Background: an optimization exercise with open tools, aiming at small area, a short achievable clock period and few clock cycles. Do not read the settings as production practice. In this exercise RTL edits were held to simulation tests only and were not proved equivalent to the original. Power and IR drop assume default switching activity.

===== flow/run.sh =====
#!/bin/bash
# synth_recipe.tcl (not shown) runs the flow's synth.tcl, then flattens the netlist and writes it again
# the make line also repeats each setting of config.mk as NAME=value (left out here)
make -C /OpenROAD-flow-scripts/flow DESIGN_CONFIG=/design/flow/config.mk WORK_HOME=/design/flow/orfs CLKGATE_MAP_FILE= SYNTH_SCRIPT=/design/flow/synth_recipe.tcl finish

===== flow/config.mk =====
export PLATFORM = sky130hd
export DESIGN_NAME = mest_pro
export DESIGN_NICKNAME = mest_pro
export VERILOG_FILES = /design/flow/design.v
export SDC_FILE = /design/flow/constraint.sdc
export NUM_CORES = 4
export LEC_CHECK = 0
export ABC_CLOCK_PERIOD_IN_PS = 2000
export CAP_MARGIN = 20
export CORE_MARGIN = 2
export CORE_UTILIZATION = 40
export SLEW_MARGIN = 20

===== flow/constraint.sdc =====
create_clock -name core_clock -period 5.0 [get_ports {clk}]
set_input_delay 1.0000 -clock core_clock [delete_from_list [all_inputs] [get_ports {clk}]]
set_output_delay 1.0000 -clock core_clock [all_outputs]
set_load 0.01 [all_outputs]

===== flow/design.v =====
module mest_pro_ctrlr(
    input  clk,
    input  i_reset_n,
    input  i_start,
    input  i_redirect,
    input  i_halt,
    output o_start,
    output reg o_run,
    output reg o_issue,
    output reg o_all_done
);
wire start = i_start & ~o_run & ~o_all_done;
assign o_start = start;
always @(posedge clk or negedge i_reset_n)
begin
    if (~i_reset_n) begin
        o_run      <= 1'b0;
        o_issue    <= 1'b0;
        o_all_done <= 1'b0;
    end else begin
        o_run      <= start | (o_run & ~i_halt);
        o_issue    <= start | (o_run & ~i_halt & ~i_redirect);
        o_all_done <= i_halt;
    end
end
endmodule
module mest_pro_fetch(
    input  clk,
    input  i_reset_n,
    input  i_step,
    input  i_halt,
    input  i_jmp,
    input  i_ret,
    input  [7:0] i_const_K,
    output [15:0] o_prog_counter
);
reg [15:0] pc;
reg [15:0] ret_pc;
always @(posedge clk or negedge i_reset_n)
begin
    if (~i_reset_n) begin
        pc     <= 16'd0;
        ret_pc <= 16'd0;
    end else begin
        if (i_jmp)
            ret_pc <= pc;
        if (i_jmp)
            pc <= {8'd0, i_const_K};
        else if (i_ret)
            pc <= ret_pc;
        else if (i_halt)
            pc <= 16'd0;
        else if (i_step)
            pc <= pc + 16'd1;
    end
end
assign o_prog_counter = pc;
endmodule
module mest_pro_decode(
    input  clk,
    input  i_reset_n,
    input  i_issue,
    input  [27:0] i_instr,
    output reg o_valid,
    output reg [3:0] o_op,
    output reg [7:0] o_a,
    output reg [7:0] o_b
);
always @(posedge clk or negedge i_reset_n)
begin
    if (~i_reset_n)
        o_valid <= 1'b0;
    else
        o_valid <= i_issue;
end
always @(posedge clk)
begin
    o_op <= i_instr[27:24];
    o_a  <= i_instr[15:8];
    o_b  <= i_instr[7:0];
end
endmodule
module mest_pro_exec(
    input  clk,
    input  i_reset_n,
    input  i_valid,
    input  [3:0] i_op,
    input  [7:0] i_a,
    input  [7:0] i_b,
    output reg o_valid_result,
    output reg [7:0] o_result,
    output reg o_carry,
    output reg o_zero_flag
);
reg [8:0] r;
always @(*)
begin
    case (i_op)
    4'd0:    r = {1'b0, i_a} + {1'b0, i_b};
    4'd1:    r = {1'b0, i_a} - {1'b0, i_b};
    4'd2:    r = i_a * i_b;
    4'd3:    r = {1'b0, i_a & i_b};
    4'd4:    r = {1'b0, i_a | i_b};
    4'd5:    r = {2'b0, i_a[7:1]};
    4'd6:    r = {i_a, 1'b0};
    4'd7:    r = ~{1'b0, i_a};
    default: r = 9'd0;
    endcase
end
always @(posedge clk or negedge i_reset_n)
begin
    if (~i_reset_n)
        o_valid_result <= 1'b0;
    else
        o_valid_result <= i_valid;
end
always @(posedge clk)
begin
    o_result    <= r[7:0];
    o_carry     <= r[8];
    o_zero_flag <= (r == 9'd0);
end
endmodule
module mest_pro#(
    parameter OP_CODE_SIZE     = 4,
    parameter INSTRUCTION_SIZE = OP_CODE_SIZE + 8 + 8 + 8,
    parameter ROM_DEPTH = 65536
)(
    input clk,
    input i_reset_n,
    input i_start,
    output [$clog2(ROM_DEPTH)-1  :0] o_prog_counter,
    input [INSTRUCTION_SIZE-1    :0] i_instruction,
    output [8-1 :0] o_result,
    output o_valid_result,
    output o_carry,
    output o_zero_flag,
    output o_all_done
);
wire       issue;       
wire       run;         
wire       start;
wire [3:0] op   = i_instruction[27:24];
wire       is_jmp  = issue & (op == 4'd8);
wire       is_ret  = issue & (op == 4'd9);
wire       is_halt = issue & (op == 4'd15);
wire [3:0] x_op;
wire [7:0] x_a, x_b;
wire       x_valid;
mest_pro_ctrlr u_ctrlr(
    .clk        (clk),
    .i_reset_n  (i_reset_n),
    .i_start    (i_start),
    .i_redirect (is_jmp | is_ret),
    .i_halt     (is_halt),
    .o_start    (start),
    .o_run      (run),
    .o_issue    (issue),
    .o_all_done (o_all_done)
);
mest_pro_fetch u_fetch(
    .clk            (clk),
    .i_reset_n      (i_reset_n),
    .i_step         (run | start),
    .i_halt         (is_halt),
    .i_jmp          (is_jmp),
    .i_ret          (is_ret),
    .i_const_K      (i_instruction[23:16]),
    .o_prog_counter (o_prog_counter)
);
mest_pro_decode u_decode(
    .clk        (clk),
    .i_reset_n  (i_reset_n),
    .i_issue    (issue),
    .i_instr    (i_instruction),
    .o_valid    (x_valid),
    .o_op       (x_op),
    .o_a        (x_a),
    .o_b        (x_b)
);
mest_pro_exec u_exec(
    .clk            (clk),
    .i_reset_n      (i_reset_n),
    .i_valid        (x_valid),
    .i_op           (x_op),
    .i_a            (x_a),
    .i_b            (x_b),
    .o_valid_result (o_valid_result),
    .o_result       (o_result),
    .o_carry        (o_carry),
    .o_zero_flag    (o_zero_flag)
);
endmodule

==> qor.txt, run 1 <==
RSZ-0062 raised after global routing: no
synth-to-layout area growth: 22.2%
PortBufs: 58
most area-hungry cell type in the Yosys netlist: dfrtp_1
Tot GR Track Use: 0.195
Setup Buffers After CTS: 0
Post-Syn Nets: 585
hold_buf cts: 0
sw frac: 0.308
count of different cell masters after synthesis: 63
CTS tree: done
CTS buffer count: 9
maximum VDD drop: 0.221 mV
Fillers: 1075
Hold Vio Cnt, Final: 0
Placer Congestion: 0.912
die area: 12500 um2
Vias: 3895
HP Class: reg2reg
net count reported at finish: 638
main area contributors after synthesis: dfrtp_1, dfxtp_1, fa_1, ha_1, mux2_2
Period Utilization, post-route: 0.884
CP endpoint kind: register
worst slew pin tran: 0.837 ns
Max Clk Rate: 0.226 GHz
commonest non-fill, non-tap cell in the layout: clkdlybuf4s50_1
Post-Route WL: 11900 um
CP startpoint kind: register
Primary FF master, synth: dfrtp_1
Top Ports: 59
Worst-path clk slew: 0.07 ns
first-pass GRT wire length: 19500 um
NetSw: 636 uW
Leak Pwr: 2.48 nW
Critical Path Fanout Max: 10
Setup Viol. Count Final: 0
Slew HR: 0.442
critical path class: reg2reg
area fraction of the dominant cell type after synthesis: 0.199
drt pass-1 iters: 5
Comb power frac: 0.304
Int Power: 1.43 mW
Mean Syn Cell Area: 9.19 um2
fin area: 5690 um2
DRC errors left: 0
Cell Pwr Density: 363 nW/um2
WP data arrival: 4.67 ns
post-layout minimum cycle time: 4.42 ns
Clock power frac: 0.356
number of synthesized flops with an enable pin: 0
initial core utilization: 0.409
Synth Register Bits: 67
grt total ovfl: 0
CTS Root Cell: clkbuf_16
largest net degree at the start of global routing: 38
Slew Viols, Final: 0
Post-DRT Antenna Nets: 0
Mapped Area: 4650 um2
Warnings, synthesis: 4
post-place instance area: 5350 um2
clk_skew: 0.0148 ns
critical path required time: 5.25 ns
n_diodes: 0
Die Y: 112 um
Vias/cell: 5.51
Synth Instances: 506
Die Wd: 112 um
Placed Cells: 691
commonest cells after routing, fill and taps aside: clkdlybuf4s50_1, nor2_1, inv_1, nand2_1, dfrtp_1
DRT iter0 DRCs: 295
share of cells above drive strength 1: 0.0904
vias in the first global route: 3753
Synth async-reset ratio: 0.552
Fin Setup TNS: 0 ns
Wirelength per Cell: 16.8 um
TritonCTS Sinks: 67
status: no timing/DRC/antenna violations
initial antenna violation count: 0
post-synthesis sequential area ratio: 0.328
register share of total power: 0.340
Max-Cap Viols: 0
Rows: 39
Cell Count, Final, Fillers Out: 707
hpwl dp: 8800 um
core area: 11400 um2
clk latency of the worst-skew pair: 0.33 ns
H-tree depth: 3
# resized after CTS: 0
clk buf depth: 2
==> sequential cells by signal, indices dropped and copies added, names as in the netlist, 4 cells and up <==
name / count
u_decode.o_op: 4
u_fetch.ret_pc: 16
u_exec.o_result: 8
u_decode.o_a: 8
u_fetch.pc: 16
u_decode.o_b: 8
==> synth_stat cells (9+ instances only) <==
cell type	n
dfrtp_1	37
nand2b_1	9
nor2_1	49
fa_1	19
and2_1	11
ha_1	29
o21ai_0	17
nor3_1	16
dfxtp_1	30
xnor2_1	20
a21oi_1	24
mux2_2	19
clkbuf_1	15
xor2_1	10
mux2i_1	14
inv_1	44
nand2_1	37
==> critical path: stages (launching register included) <==
cell	delay [ns]
dfxtp_1	0.60
inv_1	0.17
nor2_1	0.17
fa_1	0.44
ha_1	0.33
ha_1	0.28
inv_1	0.05
fa_1	0.52
inv_1	0.04
ha_1	0.34
xor2_1	0.20
o32a_1	0.17
o221ai_1	0.13
a211o_1	0.30
or4_1	0.48
nor4_2	0.14
==> metrics by stage <==
stage	power [mW]	util	worst slack, ns	hold WS, ns
after floorplan	1.11	-	0.916	0.331
after global placement	1.33	0.470	0.630	0.334
after detailed placement	1.34	0.470	0.600	0.335
after CTS	2.08	0.500	0.574	0.348
after global routing	2.18	0.500	0.363	0.353
final	2.07	0.500	0.581	0.347
==> layer usage <==
layer	vias to the layer above	part of all wire	track usage
met2	150	0.45	0.295
met3	16	0.067	0.0299
met4	0	0.015	0.0601
li1	1852	-	-
met5	-	0	0
met1	1877	0.47	0.286
==> path summary, 6_finish.rpt <==
check / endpoint / from / slack, ns / cells after the start
setup / recovery: u_exec.o_zero_flag / u_decode.o_a[2] / 0.58 / 15
hold / removal: u_exec.o_valid_result / u_decode.o_valid / 0.35 / 0
max in group asynchronous: u_fetch.ret_pc[4] / i_reset_n / 3.69 / 1
min in group asynchronous: u_fetch.pc[12] / i_reset_n / 0.78 / 1
setup reg to reg: u_exec.o_zero_flag / u_decode.o_a[2] / 0.58 / 15
hold reg to reg: u_exec.o_valid_result / u_decode.o_valid / 0.35 / 0
==> final cells by class <==
class / count / area, um2 / share of cell area
clock inverters: 7 / 115 / 0.0202
repair buffers: 66 / 636 / 0.112
multi-input cells: 369 / 2830 / 0.498
flip-flops and latches: 67 / 1530 / 0.268
inverters: 46 / 174 / 0.0306
well taps: 143 / 179 / 0.0315
clock buffers: 9 / 225 / 0.0396
==> kinds of logic (layout without fill, tap and decap cells) <==
kind of cell | count (synthesis) | after routing | share of synthesized area
xor gates and xnor gates | 31 | 31 | 0.0613
DFF | 67 | 67 | 0.328
adders and majority gates | 48 | 48 | 0.160
and+or+nand+nor | 162 | 162 | 0.170
buffers and inverters | 70 | 128 | 0.0632
muxes | 34 | 34 | 0.0810
AOI/OAI and AO/OA | 94 | 94 | 0.136
==> power groups by stage <==
| stage | Clock, mW | Sequential, mW | Combinational [mW] |
|---|---|---|---|
| 2_1_floorplan | 0 | 0.699 | 0.410 |
| 3_3_place_gp | 0 | 0.710 | 0.616 |
| 3_5_place_dp | 0 | 0.712 | 0.624 |
| 4_1_cts | 0.744 | 0.702 | 0.631 |
| 5_1_grt | 0.767 | 0.715 | 0.700 |
| 6_report | 0.735 | 0.702 | 0.628 |
Testbench counts, summed over its fixed seeds: cycles 6,954.
==> run 2, diff against run 1 <==
--- a/flow/config.mk
+++ b/flow/config.mk
@@ -5,8 +5,9 @@
 export SDC_FILE = /design/flow/constraint.sdc
 export NUM_CORES = 4
 export LEC_CHECK = 0
-export ABC_CLOCK_PERIOD_IN_PS = 2000
+export ABC_CLOCK_PERIOD_IN_PS = 2500
 export CAP_MARGIN = 20
 export CORE_MARGIN = 2
 export CORE_UTILIZATION = 40
+export SETUP_SLACK_MARGIN = 2.5
 export SLEW_MARGIN = 20
==> run 2 against run 1 <==
Still clean on timing, DRC and antenna; non-clock buffer count grew 28; final cell count increased by 4.0%; combinational power is 24% higher; first-iteration DRC count rose by 12%; clock skew is 0.0060 ns lower; worst setup slack improved by 0.37 ns; final area grew 10%; utilization grew 5.1 points; count of clock-buffer cells in the layout up 1.
==> qor.txt, run 2 <==
Slew Viols, Final: 0
Mapped Area: 4650 um2
share of cells above drive strength 1: 0.262
Mean Syn Cell Area: 9.19 um2
Crit-path slowest cell: fa_1
DRT iter0 DRCs: 330
main area contributors after synthesis: dfrtp_1, dfxtp_1, fa_1, ha_1, mux2_2
Synth Instances: 506
drt pass-1 iters: 5
critical path required time: 5.23 ns
Clock power frac: 0.293
Rows: 39
TritonCTS Sinks: 67
CTS Root Cell: clkbuf_16
Leak Pwr: 2.65 nW
grt total ovfl: 0
RSZ-0062 raised after global routing: yes
Post-Route WL: 12700 um
DRC errors left: 0
CTS buffer count: 9
post-layout minimum cycle time: 4.05 ns
CTS tree: done
core area: 11400 um2
CP endpoint kind: register
sw frac: 0.328
Period Utilization, post-route: 0.810
clk_skew: 0.00874 ns
clk buf depth: 2
Vias/cell: 5.45
first-pass GRT wire length: 20700 um
Wirelength per Cell: 17.3 um
Setup Viol. Count Final: 0
die area: 12500 um2
hpwl dp: 8910 um
clk latency of the worst-skew pair: 0.33 ns
top post-synthesis cells by count: nor2_1, inv_1, dfrtp_1, nand2_1, dfxtp_1
critical path class: reg2reg
Hold Vio Cnt, Final: 0
footprint of the multi-input gates: 3120 um2
PortBufs: 58
CP cell instances: and2_4 -> ha_4 -> fa_1 -> ha_1 -> inv_2 -> fa_2 -> fa_1 -> nor3_1 -> a31oi_1 -> o32ai_1 -> a311o_1 -> nand4bb_1 -> or4_1 -> nor4_2
maximum VDD drop: 0.267 mV
register area: 1590 um2
largest registers: u_fetch.pc (16), u_fetch.ret_pc (16)
fin util: 0.551
Fillers: 1009
number of synthesized flops with an enable pin: 0
net count reported at finish: 666
Post-Syn Nets: 585
n_diodes: 0
Placer Congestion: 0.901
CP startpoint kind: register
CP delay by family, top: adder cells
Worst-path clk slew: 0.06 ns
Warnings, synthesis: 4
Slew HR: 0.450
initial core utilization: 0.409
HP Class: reg2reg
Top Ports: 59
most area-hungry cell type in the Yosys netlist: dfrtp_1
Die Y: 112 um
Synth async-reset ratio: 0.552
H-tree depth: 3
area fraction of the dominant cell type after synthesis: 0.199
synth-to-layout area growth: 34.7%
Max-Cap Viols: 0
commonest cells after routing, fill and taps aside: clkdlybuf4s50_1, nor2_1, dfrtp_1, nand2_1, inv_1
post-synthesis sequential area ratio: 0.328
Bufs and invs on worst path: 1
Primary FF master, synth: dfrtp_1
count of different cell masters after synthesis: 63
most frequent cell after synthesis: nor2_1
Crit path largest cell delay: 0.57 ns
NetSw: 689 uW
Max Clk Rate: 0.247 GHz
Synth Register Bits: 67
Int Power: 1.41 mW
Vias: 4004
vias in the first global route: 4048
commonest non-fill, non-tap cell in the layout: clkdlybuf4s50_1
Die Wd: 112 um
register share of total power: 0.336
status: no timing/DRC/antenna violations
Cell Pwr Density: 335 nW/um2
Tot GR Track Use: 0.207
Comb power frac: 0.371
WP data arrival: 4.28 ns
Fin Setup TNS: 0 ns
largest net degree at the start of global routing: 38
Post-DRT Antenna Nets: 0
worst slew pin tran: 0.825 ns
critical path's most frequent cell: fa_1
initial antenna violation count: 0
Critical Path Fanout Max: 4
## run 2: cell counts after synthesis
No cell type changed its count.
## run 2: stage by stage
step | std cells | power, mW | setup slack, ns | hold WS (ns) | cell area [um2]
6_report | 735 | 2.10 | 0.952 | 0.349 | 6270
5_1_grt | 735 | 2.23 | 0.882 | 0.360 | 6270
4_1_cts | 726 | 2.07 | 0.889 | 0.347 | 6100
3_5_place_dp | 687 | 1.38 | 0.699 | 0.341 | 5430
3_3_place_gp | 687 | 1.36 | 0.708 | 0.334 | 5430
2_1_floorplan | 506 | 1.14 | 1.17 | 0.331 | 4850
## run 2: cells by family (layout without fill, tap and decap cells)
family / Yosys count / count (layout) / share of synthesized area
flip-flops: 67 / 67 / 0.328
multiplexers: 34 / 34 / 0.0810
adder cells (fa/ha/maj): 48 / 48 / 0.160
AO/OA/AOI/OAI: 94 / 94 / 0.136
AND/OR/NAND/NOR: 162 / 162 / 0.170
buffers and inverters: 70 / 156 / 0.0632
XOR/XNOR: 31 / 31 / 0.0613
## run 2: final timing paths
path / startpoint / to / slack [ns] / cells past startpoint
max: u_decode.o_a[1] / u_exec.o_zero_flag / 0.95 / 14
min: u_decode.o_valid / u_exec.o_valid_result / 0.35 / 0
max reg2reg: u_decode.o_a[1] / u_exec.o_zero_flag / 0.95 / 14
min reg2reg: u_decode.o_valid / u_exec.o_valid_result / 0.35 / 0
max in group asynchronous: i_reset_n / u_fetch.pc[1] / 3.70 / 1
min in group asynchronous: i_reset_n / u_fetch.pc[10] / 0.77 / 1
## run 2: layout make-up
type                            instances  area share
Inverter                               46      0.0299
Sequential cell                        67       0.253
Multi-Input combinational cell        369       0.497
Clock buffer                           10      0.0365
Tap cell                              143      0.0285
Timing Repair Buffer                   94       0.144
Clock inverter                          6      0.0106
## run 2: timing repair
action,4_1_cts,5_1_grt
hold buffers,0,0
setup endpoints to repair,34,31
pin swaps,29,18
buffers inserted,23,9
gates resized for setup,65,24
## run 2: routing by layer
| layer | global-route usage | vias up | wire [um] | part of all wire |
|---|---|---|---|---|
| met1 | 0.294 | 1919 | 5870 | 0.46 |
| met4 | 0.0560 | 0 | 267 | 0.021 |
| met5 | 0 | - | 0 | 0 |
| met2 | 0.331 | 146 | 5880 | 0.46 |
| li1 | - | 1911 | - | - |
| met3 | 0.0332 | 28 | 681 | 0.054 |
## run 2: power groups by stage
| stage | Sequential, mW | Combinational, mW | Clock [mW] |
|---|---|---|---|
| floorplan | 0.700 | 0.444 | 0 |
| global placement | 0.719 | 0.645 | 0 |
| detailed placement | 0.721 | 0.658 | 0 |
| CTS | 0.703 | 0.743 | 0.623 |
| global route | 0.720 | 0.859 | 0.655 |
| finish | 0.705 | 0.780 | 0.615 |
## run 2: worst register-to-register path: stages, from the launching register on
cell,delay [ns]
dfxtp_4,0.37
and2_4,0.17
ha_4,0.15
fa_1,0.47
ha_1,0.30
inv_2,0.07
fa_2,0.46
fa_1,0.57
nor3_1,0.05
a31oi_1,0.18
o32ai_1,0.11
a311o_1,0.33
nand4bb_1,0.17
or4_1,0.42
nor4_2,0.14
==> run 3, diff against run 2 <==
==> flow/config.mk (replaced) <==
export PLATFORM = sky130hd
export DESIGN_NAME = mest_pro
export DESIGN_NICKNAME = mest_pro
export VERILOG_FILES = /design/flow/design.v
export SDC_FILE = /design/flow/constraint.sdc
export NUM_CORES = 4
export LEC_CHECK = 0
export CAP_MARGIN = 20
export CORE_MARGIN = 2
export CORE_UTILIZATION = 40
export SLEW_MARGIN = 20
==> run 3 against run 2 <==
Still clean on timing, DRC and antenna; routed wire length shrank 6.3%; power shrank 1.6%; final cell count shrank 3.8%; via count shrank 2.7%; register-to-register slack lost 0.37 ns; synthesized area is the same; die area is the same; utilization shrank 5.1 points; worst hold slack lost 0.0016 ns; final area shrank 9.3%; non-clock buffer count shrank 28; sequential power is essentially flat; largest cell class unchanged.
==> qor.txt, run 3 <==
CTS buffer count: 9
Wirelength per Cell: 16.8 um
post-layout minimum cycle time: 4.42 ns
Primary FF master, synth: dfrtp_1
Worst R2R Path Depth: 15
Cell Pwr Density: 363 nW/um2
clk latency of the worst-skew pair: 0.33 ns
post-synthesis sequential area ratio: 0.328
WP data arrival: 4.67 ns
Post-DRT Antenna Nets: 0
worst slew pin tran: 0.837 ns
DRC errors left: 0
TritonCTS Sinks: 67
share of cells above drive strength 1: 0.0904
reg2reg end: u_exec.o_zero_flag
Setup Buffers After CTS: 0
Vias: 3895
HP Class: reg2reg
Post-Route WL: 11900 um
Max Clk Rate: 0.226 GHz
DRT iter0 DRCs: 295
drt pass-1 iters: 5
Period Utilization, post-route: 0.884
RSZ-0062 raised after global routing: no
Critical Path Start: u_decode.o_a[2]
Synth Register Bits: 67
critical path required time: 5.25 ns
clk_skew: 0.0148 ns
Mean Syn Cell Area: 9.19 um2
most area-hungry cell type in the Yosys netlist: dfrtp_1
area fraction of the dominant cell type after synthesis: 0.199
maximum VDD drop: 0.221 mV
Final WS setup: 0.581 ns
Slew HR: 0.442
most frequent cell after synthesis: nor2_1
die area: 12500 um2
initial antenna violation count: 0
fin area: 5690 um2
status: no timing/DRC/antenna violations
Die Y: 112 um
largest net degree at the start of global routing: 38
Mapped Area: 4650 um2
CP startpoint kind: register
Routed met1 length: 5590 um
# resized after CTS: 0
core area: 11400 um2
Hold Vio Cnt, Final: 0
Synth Instances: 506
Bufs and invs on worst path: 3
Leak Pwr: 2.48 nW
commonest non-fill, non-tap cell in the layout: clkdlybuf4s50_1
routed wl met3: 799 um
post-place instance area: 5350 um2
grt total ovfl: 0
synth-to-layout area growth: 22.2%
first-pass GRT wire length: 19500 um
commonest cells after routing, fill and taps aside: clkdlybuf4s50_1, nor2_1, inv_1, nand2_1, dfrtp_1
Slew Viols, Final: 0
net count reported at finish: 638
Top Ports: 59
hpwl dp: 8800 um
PortBufs: 58
CP cell instances: inv_1 -> nor2_1 -> fa_1 -> ha_1 -> ha_1 -> inv_1 -> fa_1 -> inv_1 -> ha_1 -> xor2_1 -> o32a_1 -> o221ai_1 -> a211o_1 -> or4_1 -> nor4_2
top post-synthesis cells by count: nor2_1, inv_1, dfrtp_1, nand2_1, dfxtp_1
largest registers: u_fetch.pc (16), u_fetch.ret_pc (16)
R2R Setup Slk: 0.58 ns
Post-Syn Nets: 585
clk buf depth: 2
Vias/cell: 5.51
n_diodes: 0
critical path class: reg2reg
Worst-path clk slew: 0.07 ns
Rows: 39
H-tree depth: 3
number of synthesized flops with an enable pin: 0
Tot GR Track Use: 0.195
Routed met2 length: 5320 um
hold_buf cts: 0
Fin Setup TNS: 0 ns
count of different cell masters after synthesis: 63
Placement Setup Slack: 0.600 ns
Setup crit end: u_exec.o_zero_flag
Crit-path slowest cell: dfxtp_1
Placer Congestion: 0.912
Max-Cap Viols: 0
main area contributors after synthesis: dfrtp_1, dfxtp_1, fa_1, ha_1, mux2_2
CTS tree: done
CTS Root Cell: clkbuf_16
Setup Viol. Count Final: 0
Die Wd: 112 um
Warnings, synthesis: 4
Crit path largest cell delay: 0.60 ns
cell count along the critical path: 15
reg2reg start: u_decode.o_a[2]
initial core utilization: 0.409
hold slack final: 0.347 ns
DR top layer: met4
CP endpoint kind: register
vias in the first global route: 3753
Synth async-reset ratio: 0.552
Critical Path Fanout Max: 10
CP delay by family, top: adder cells
[run 3: cell counts after synthesis]
Identical to the previous run, type by type.
[run 3: area by class of cell]
type | count | area, um2
tap | 143 | 179
inverter | 46 | 174
clock buffer | 9 | 225
timing repair buffer | 66 | 636
sequential | 67 | 1530
multi-input combinational | 369 | 2830
clock inverter | 7 | 115
fill | 1075 | 5680
[run 3: logic make-up (layout without fill, tap and decap cells)]
family | after synthesis | count (layout) | synth area share
AO/OA/AOI/OAI | 94 | 94 | 0.136
XOR/XNOR | 31 | 31 | 0.0613
adder cells (fa/ha/maj) | 48 | 48 | 0.160
buffers and inverters | 70 | 128 | 0.0632
flip-flops | 67 | 67 | 0.328
multiplexers | 34 | 34 | 0.0810
AND/OR/NAND/NOR | 162 | 162 | 0.170
[run 3: worst min path at each step]
stage | slack (ns) | cells after the start | from | end
floorplan | 0.33 | 0 | u_decode.o_valid | u_exec.o_valid_result
global placement | 0.33 | 0 | u_decode.o_valid | u_exec.o_valid_result
detailed placement | 0.33 | 0 | u_decode.o_valid | u_exec.o_valid_result
CTS | 0.35 | 0 | u_decode.o_valid | u_exec.o_valid_result
global route | 0.35 | 0 | u_decode.o_valid | u_exec.o_valid_result
finish | 0.35 | 0 | u_decode.o_valid | u_exec.o_valid_result
[run 3: power by group]
part / leakage (nW) / switching (mW) / internal [mW]
logic: 1.58 / 0.303 / 0.325
registers: 0.731 / 0.0851 / 0.617
clock network: 0.163 / 0.248 / 0.486
[run 3: metrics by stage]
stage | utilization | power [mW] | cells
after floorplan | - | 1.11 | 506
after global placement | 0.470 | 1.33 | 691
after detailed placement | 0.470 | 1.34 | 691
after CTS | 0.500 | 2.08 | 707
after global routing | 0.500 | 2.18 | 707
final | 0.500 | 2.07 | 707
[run 3: metal layers]
layer | vias to the layer above | track usage
met2 | 150 | 0.295
met3 | 16 | 0.0299
met4 | 0 | 0.0601
met5 | - | 0
li1 | 1852 | -
met1 | 1877 | 0.286

==> separate check: timing with driven ports <==
In the flow no input, the clock included, has a driving cell. The finished layouts below were timed again as built, in two steps.
Step 1 assumes that a clkbuf_16 drives the clock port and a buf_2 every other input.
Step 2 times the ports against the registers' clock, not the clock port: input delays grow and output delays shrink by t, the midpoint of the rising clock arrivals with the driver on.
Three values: ideal, step 1, step 2; two values: the first two.
| run | t, ns | setup WS [ns] | worst setup path at the end | worst slew at a driven data input, ns | pins driven straight from the clock port |
|---|---|---|---|---|---|
| run 1 | 0.362 | 0.581 / 0.581 / 0.581 | register to register | 0.03 | 1 |
| run 2 | 0.357 | 0.952 / 0.952 / 0.952 | register to register | 0.04 | 1 |
| run 3 | 0.362 | 0.581 / 0.581 / 0.581 | register to register | 0.03 | 1 |
After both steps setup and hold are still met in every run listed.
